Background: an optimization exercise with open tools, aiming at a short achievable clock period and few clock cycles per item. Do not read the settings as production practice.
Function was checked by simulation only, so behaviour that the tests miss may differ from the original.
The clock port is modelled as an ideal driver, which makes a skipped or thinned clock tree look cheaper than it is; a real chip needs a root buffer or a tree.
Power and IR drop assume default switching activity.

Setup of v6:
==> flow/design.v (excerpt) <==
module  SOBEL(clk,reset,busy,ready,iaddr,idata,cdata_rd,cdata_wr,caddr_rd,caddr_wr,cwr,crd,csel	);
For scale: about 1900 cells after synthesis, ~480 flip-flops.
==> flow/config.mk <==
export PLATFORM = sky130hd
export DESIGN_NAME = SOBEL
export DESIGN_NICKNAME = SOBEL
export VERILOG_FILES = /design/flow/design.v
export SDC_FILE = /design/flow/constraint.sdc
export NUM_CORES = 4
export LEC_CHECK = 0
export CAP_MARGIN = 20
export CORE_MARGIN = 2
export CORE_UTILIZATION = 40
export SETUP_SLACK_MARGIN = 5
export SLEW_MARGIN = 20
export TNS_END_PERCENT = 100
==> flow/constraint.sdc <==
create_clock -name core_clock -period 9.6 [get_ports {clk}]
set_input_delay 1.9200 -clock core_clock [delete_from_list [all_inputs] [get_ports {clk}]]
set_output_delay 1.9200 -clock core_clock [all_outputs]
set_load 0.01 [all_outputs]
run.sh (not shown) runs the stock make flow with config.mk's settings and CLKGATE_MAP_FILE= SYNTH_SCRIPT=/design/flow/synth_recipe.tcl, a recipe that flattens the netlist after the stock synthesis.
Testbench counts of v6, summed over its fixed seeds: cycles 786,504, pixels 262,144.
### v6 -> v7
Settings: SETUP_SLACK_MARGIN no longer set, was 5; TNS_END_PERCENT no longer set, was 100.
--- outcome ---
The final layout from v7, which completed every stage, passed the timing, DRC and antenna checks at the end of the flow. Status: number of logic stages on the critical path including buffering parity (v7, v6). As far as depth of the worst register-to-register path goes, v6 and v7 are indistinguishable; the numbers are identical. Any difference in combinational cell fraction of total power between v6 and v7 is small enough to ignore. Between v6 and v7, the difference in sequential power is negligible.

---

## job 703
Another version of the RTL of SOBEL (not shown whole).
Size in the first run: about 2200 cells after synthesis, roughly 560 flip-flops, roughly 81 I/O pins, ~24000 sq um of cells after synthesis.
==> flow/config.mk <==
export PLATFORM = sky130hd
export DESIGN_NAME = SOBEL
export DESIGN_NICKNAME = SOBEL
export VERILOG_FILES = /design/flow/design.v
export SDC_FILE = /design/flow/constraint.sdc
export NUM_CORES = 4
export LEC_CHECK = 0
export CAP_MARGIN = 20
export CORE_MARGIN = 2
export CORE_UTILIZATION = 65
export PLACE_DENSITY = 0.75
export SLEW_MARGIN = 20
==> flow/constraint.sdc <==
create_clock -name core_clock -period 9.6 [get_ports {clk}]
set_input_delay 1.9200 -clock core_clock [delete_from_list [all_inputs] [get_ports {clk}]]
set_output_delay 1.9200 -clock core_clock [all_outputs]
set_load 0.01 [all_outputs]
standard.sh (not shown) runs the stock make flow with config.mk's settings and CLKGATE_MAP_FILE= SYNTH_SCRIPT=/design/flow/synth_recipe.tcl, a recipe that flattens the netlist after the stock synthesis.
==> flow/flow/run.sh <==
#!/bin/bash
# Standard synthesis and layout steps, with three changes to how the layout is
# made: repair_timing aims for a larger setup margin, ports get fast buffers,
# and the clock tree is a hand-built two-level tree (flow/manual_cts.tcl).
set -euo pipefail
W=$PWD
# hand-built clock tree: leaf buffers of up to 16 flip-flops
export MCT_LEAF_MAX=16 MCT_LEAF_CELL=sky130_fd_sc_hd__buf_8 MCT_ROOT_CELL=sky130_fd_sc_hd__buf_16
bash standard.sh synth > synth.log 2>&1
bash standard.sh SETUP_SLACK_MARGIN=${MARGIN:-7.2} \
  "BUFFER_PORTS_ARGS=-buffer_cell sky130_fd_sc_hd__buf_4" \
  PRE_CTS_TCL=$W/flow/cts_hook.tcl finish > layout.log 2>&1
==> flow/flow/manual_cts.tcl <==
# Two-level clock tree built by hand: the clock port drives a few root
# buffers, each root buffer drives leaf buffers, and each leaf buffer drives a
# compact cluster of flip-flops. Clusters come from recursive median bisection
# of the flip-flop locations, so every flip-flop sees the same two buffers.
set ::mct_leaf_max [expr {[info exists ::env(MCT_LEAF_MAX)] ? $::env(MCT_LEAF_MAX) : 24}]
set ::mct_roots [expr {[info exists ::env(MCT_ROOTS)] ? $::env(MCT_ROOTS) : 4}]
set ::mct_leaf_cell [expr {[info exists ::env(MCT_LEAF_CELL)] ? $::env(MCT_LEAF_CELL) : "sky130_fd_sc_hd__clkbuf_16"}]
set ::mct_root_cell [expr {[info exists ::env(MCT_ROOT_CELL)] ? $::env(MCT_ROOT_CELL) : "sky130_fd_sc_hd__clkbuf_16"}]

proc mct_xy {it} {
  set inst [$it getInst]
  set b [$inst getBBox]
  return [list [expr {([$b xMin] + [$b xMax]) / 2}] [expr {([$b yMin] + [$b yMax]) / 2}]]
}

# split items (each {x y obj}) into groups of at most max items
proc mct_split {items max} {
  if {[llength $items] <= $max} { return [list $items] }
  set xs [lmap i $items {lindex $i 0}]
  set ys [lmap i $items {lindex $i 1}]
  set dx [expr {[tcl::mathfunc::max {*}$xs] - [tcl::mathfunc::min {*}$xs]}]
  set dy [expr {[tcl::mathfunc::max {*}$ys] - [tcl::mathfunc::min {*}$ys]}]
  set k [expr {$dx >= $dy ? 0 : 1}]
  set sorted [lsort -integer -index $k $items]
  # number of groups this set needs, split so both halves fill evenly
  set n [llength $sorted]
  set g [expr {($n + $max - 1) / $max}]
  set left [expr {($g / 2) * $n / $g}]
  return [concat [mct_split [lrange $sorted 0 [expr {$left - 1}]] $max] \
                 [mct_split [lrange $sorted $left end] $max]]
}

proc mct_centroid {items} {
  set sx 0; set sy 0
  foreach i $items { set sx [expr {$sx + [lindex $i 0]}]; set sy [expr {$sy + [lindex $i 1]}] }
  set n [llength $items]
  return [list [expr {$sx / $n}] [expr {$sy / $n}]]
}

proc mct_buffer {block master name x y innet outnet} {
  set inst [odb::dbInst_create $block $master $name]
  set w [[$inst getMaster] getWidth]
  set h [[$inst getMaster] getHeight]
  $inst setLocation [expr {$x - $w / 2}] [expr {$y - $h / 2}]
  $inst setPlacementStatus PLACED
  [$inst findITerm A] connect $innet
  [$inst findITerm X] connect $outnet
  return $inst
}

proc manual_clock_tree {} {
  global mct_leaf_max mct_roots mct_leaf_cell mct_root_cell
  set db [ord::get_db]
  set block [ord::get_db_block]
  set clknet [$block findNet clk]
  set leafm [$db findMaster $mct_leaf_cell]
  set rootm [$db findMaster $mct_root_cell]
  set sinks {}
  foreach it [$clknet getITerms] {
    lappend sinks [concat [mct_xy $it] [list $it]]
  }
  puts "manual clock tree: [llength $sinks] sinks"
  set groups [mct_split $sinks $mct_leaf_max]
  # leaf nets and buffer positions
  set leaves {}
  set i 0
  foreach g $groups {
    set net [odb::dbNet_create $block "clknet_leaf_$i"]
    $net setSigType CLOCK
    foreach s $g {
      set it [lindex $s 2]
      $it disconnect
      $it connect $net
    }
    lappend leaves [concat [mct_centroid $g] [list $net $i]]
    incr i
  }
  set per [expr {([llength $leaves] + $mct_roots - 1) / $mct_roots}]
  set rgroups [mct_split $leaves $per]
  set r 0
  foreach rg $rgroups {
    set rnet [odb::dbNet_create $block "clknet_root_$r"]
    $rnet setSigType CLOCK
    lassign [mct_centroid $rg] rx ry
    mct_buffer $block $rootm "clkbuf_root_$r" $rx $ry $clknet $rnet
    foreach l $rg {
      lassign $l lx ly lnet li
      mct_buffer $block $leafm "clkbuf_leaf_$li" $lx $ly $rnet $lnet
    }
    puts "manual clock tree: root $r drives [llength $rg] leaf buffers"
    incr r
  }
  $clknet setSigType CLOCK
  global_connect
  puts "manual clock tree: [llength $leaves] leaf buffers, $r root buffers"
}
Other scripts of this flow, unchanged in this note and not shown: flow/flow/cts_hook.tcl
Job 703 reached the final stage; the timing, DRC and antenna checks on its layout passed.
Testbench counts of job 703, summed over its fixed seeds: cycles 786,508, pixels 262,144.
[inputs] job 2134 vs job 703
Settings: CORE_UTILIZATION now 40, was 65; PLACE_DENSITY no longer set, was 0.75.
--- a/flow/flow/run.sh
+++ b/flow/flow/run.sh
@@ -6,4 +6,4 @@
 W=$PWD
-# hand-built clock tree: leaf buffers of up to 16 flip-flops
-export MCT_LEAF_MAX=16 MCT_LEAF_CELL=sky130_fd_sc_hd__buf_8 MCT_ROOT_CELL=sky130_fd_sc_hd__buf_16
+# hand-built clock tree: leaf buffers of up to 12 flip-flops
+export MCT_LEAF_MAX=12 MCT_LEAF_CELL=sky130_fd_sc_hd__buf_6 MCT_ROOT_CELL=sky130_fd_sc_hd__buf_16
 bash standard.sh synth > synth.log 2>&1
==> results.txt <==
The flow did not stop early for job 2134: all stages ran, and the layout cleared the timing, DRC and antenna checks.
[compare] base=job 703 new=job 2134: via count decreased 59; worst-case setup margin in the final layout increased 10 ps; die area increased about 60%.
Input changes introduced in job 7630 (baseline for comparison: job 2134):
Settings: changing CORE_UTILIZATION from 40 to 65; setting PLACE_DENSITY to 0.75 for the first time.
[summary]
Higher met1 capacity usage during global routing was reported by job 7630, not job 2134.
[compare] base=job 2134 new=job 7630: wire length reported by the detailed router shows a reduction of 5.9%; overall power of the completed layout now smaller.
Upper clock frequency limit delta (job 7630 -> job 2134): insignificant
Min area overhead of the layout relative to synthesis across job 2134 and job 7630: job 7630
Diff job 2134 -> job 7630: initial cell density of the core increased by 25 points relative to the old numbers; global-route usage went up.
Share of flip-flops with an asynchronous set or reset came out exactly the same in job 2134 and job 7630.
Of job 2134 and job 7630, the higher sequential share of layout area belongs to job 7630.
No run of this note takes its clock network from TritonCTS; it comes from the design's own scripts or RTL.

---

## old
Another version of the RTL of SOBEL (not shown whole).
Size: roughly 1900 cells after synthesis, roughly 480 flip-flops, roughly 81 I/O pins.
clock: 9.6 ns
lec_check: 0
cap_margin: 20
core_margin: 2
core_utilization: 40
slew_margin: 20
==> flow/flow/run.sh <==
#!/bin/bash
# Standard synthesis and layout steps, with three changes to how the layout is
# made: repair_timing aims for a larger setup margin, ports get fast buffers,
# and the clock tree is a hand-built two-level tree (flow/manual_cts.tcl).
set -euo pipefail
W=$PWD
bash standard.sh synth > synth.log 2>&1
bash standard.sh SETUP_SLACK_MARGIN=${MARGIN:-7.2} \
  "BUFFER_PORTS_ARGS=-buffer_cell sky130_fd_sc_hd__buf_4" \
  PRE_CTS_TCL=$W/flow/cts_hook.tcl finish > layout.log 2>&1
==> flow/flow/cts_hook.tcl <==
# PRE_CTS hook: build the clock tree by hand (manual_cts.tcl) and make the
# standard CTS command that follows a no-op.
source [file join [file dirname [info script]] manual_cts.tcl]
manual_clock_tree
rename clock_tree_synthesis orig_clock_tree_synthesis
proc clock_tree_synthesis {args} {
  puts "clock tree already built by manual_cts.tcl; skipping clock_tree_synthesis $args"
}
Scripts as last shown in full above: flow/flow/manual_cts.tcl
Testbench counts of old, summed over its fixed seeds: cycles 786,504, pixels 262,144.
## Diff of input files: new against old
-- flow/flow/manual_cts.tcl --
<<< old, line 4
# of the flip-flop locations, so every flip-flop sees the same two buffers.
set ::mct_leaf_max [expr {[info exists ::env(MCT_LEAF_MAX)] ? $::env(MCT_LEAF_MAX) : 24}]
set ::mct_roots [expr {[info exists ::env(MCT_ROOTS)] ? $::env(MCT_ROOTS) : 4}]
set ::mct_leaf_cell [expr {[info exists ::env(MCT_LEAF_CELL)] ? $::env(MCT_LEAF_CELL) : "sky130_fd_sc_hd__clkbuf_16"}]
set ::mct_root_cell [expr {[info exists ::env(MCT_ROOT_CELL)] ? $::env(MCT_ROOT_CELL) : "sky130_fd_sc_hd__clkbuf_16"}]

>>> new, line 4
# of the flip-flop locations, so every flip-flop sees the same two buffers.
set mct_leaf_max [expr {[info exists ::env(MCT_LEAF_MAX)] ? $::env(MCT_LEAF_MAX) : 24}]
set mct_roots [expr {[info exists ::env(MCT_ROOTS)] ? $::env(MCT_ROOTS) : 4}]
set mct_leaf_cell [expr {[info exists ::env(MCT_LEAF_CELL)] ? $::env(MCT_LEAF_CELL) : "sky130_fd_sc_hd__clkbuf_16"}]
set mct_root_cell [expr {[info exists ::env(MCT_ROOT_CELL)] ? $::env(MCT_ROOT_CELL) : "sky130_fd_sc_hd__clkbuf_16"}]

Notes after the runs:
- new got as far as 4_1_cts, where a tool error ended the run.
- Number of distinct library cells after synthesis: old vs new identical
- Average cell area after synthesis came out exactly the same in new and old.
- From old to new, xor-xnor portion of the synthesized cell area did not move at all.
- Comparing old against new, there is no change at all in number of primary I/O pins.
- As far as synthesized-area fraction occupied by adder cells is concerned, new and old perform about the same.
- Re area fraction in and, or, nand and nor cells after synthesis: no difference whatsoever between new and old.
- Diff old..new | number of storage elements in the synthesis netlist | unchanged
- Combined area of all synthesized cells delta (old -> new): insignificant
- Diff new..old | synthesized cell count | unchanged
- Re initial cell density of the core: no difference whatsoever between old and new.
The clock cells of old come from the design's own scripts or RTL, not from TritonCTS.

[static timing again, ports no longer ideal]
The results above use ideal ports. As a check the final layouts listed here were re-extracted and re-timed, cells and wires unchanged. Step 1, drivers: a clkbuf_16 drives clk and a buf_2 each remaining input, both assumed. Step 2 times the ports against the registers' clock, not the clock port: input delays grow and output delays shrink by t, the midpoint of the rising clock arrivals with the driver on. Slacks: no drivers / after step 1 / after step 2; pairs: no drivers / after step 1.
| run | t, ns | slack for setup (ns) | latest minus earliest clock arrival (ns) | slew at the worst register clock pin (ns) | pins driven straight from the clock port |
|---|---|---|---|---|---|
| v6 | 0.643 | 6.209 / 6.151 / 6.088 | 0.029 / 0.029 | 0.06 / 0.06 | 1 |
| v7 | 0.643 | 6.209 / 6.151 / 6.088 | 0.029 / 0.029 | 0.06 / 0.06 | 1 |
| job 703 | 0.437 | 6.907 / 6.774 / 7.106 | 0.034 / 0.034 | 0.10 / 0.10 | 4 |
| job 2134 | 0.457 | 6.917 / 6.773 / 7.129 | 0.023 / 0.022 | 0.10 / 0.10 | 4 |
| job 7630 | 0.443 | 6.925 / 6.791 / 7.100 | 0.029 / 0.029 | 0.09 / 0.09 | 4 |
| old | 0.463 | 6.890 / 6.765 / 6.623 | 0.018 / 0.019 | 0.10 / 0.10 | 4 |
After both steps setup and hold are still met in every run listed. For old, which loses most, drivers alone change the setup slack by -0.125 ns; drivers and shift together by -0.267 ns.
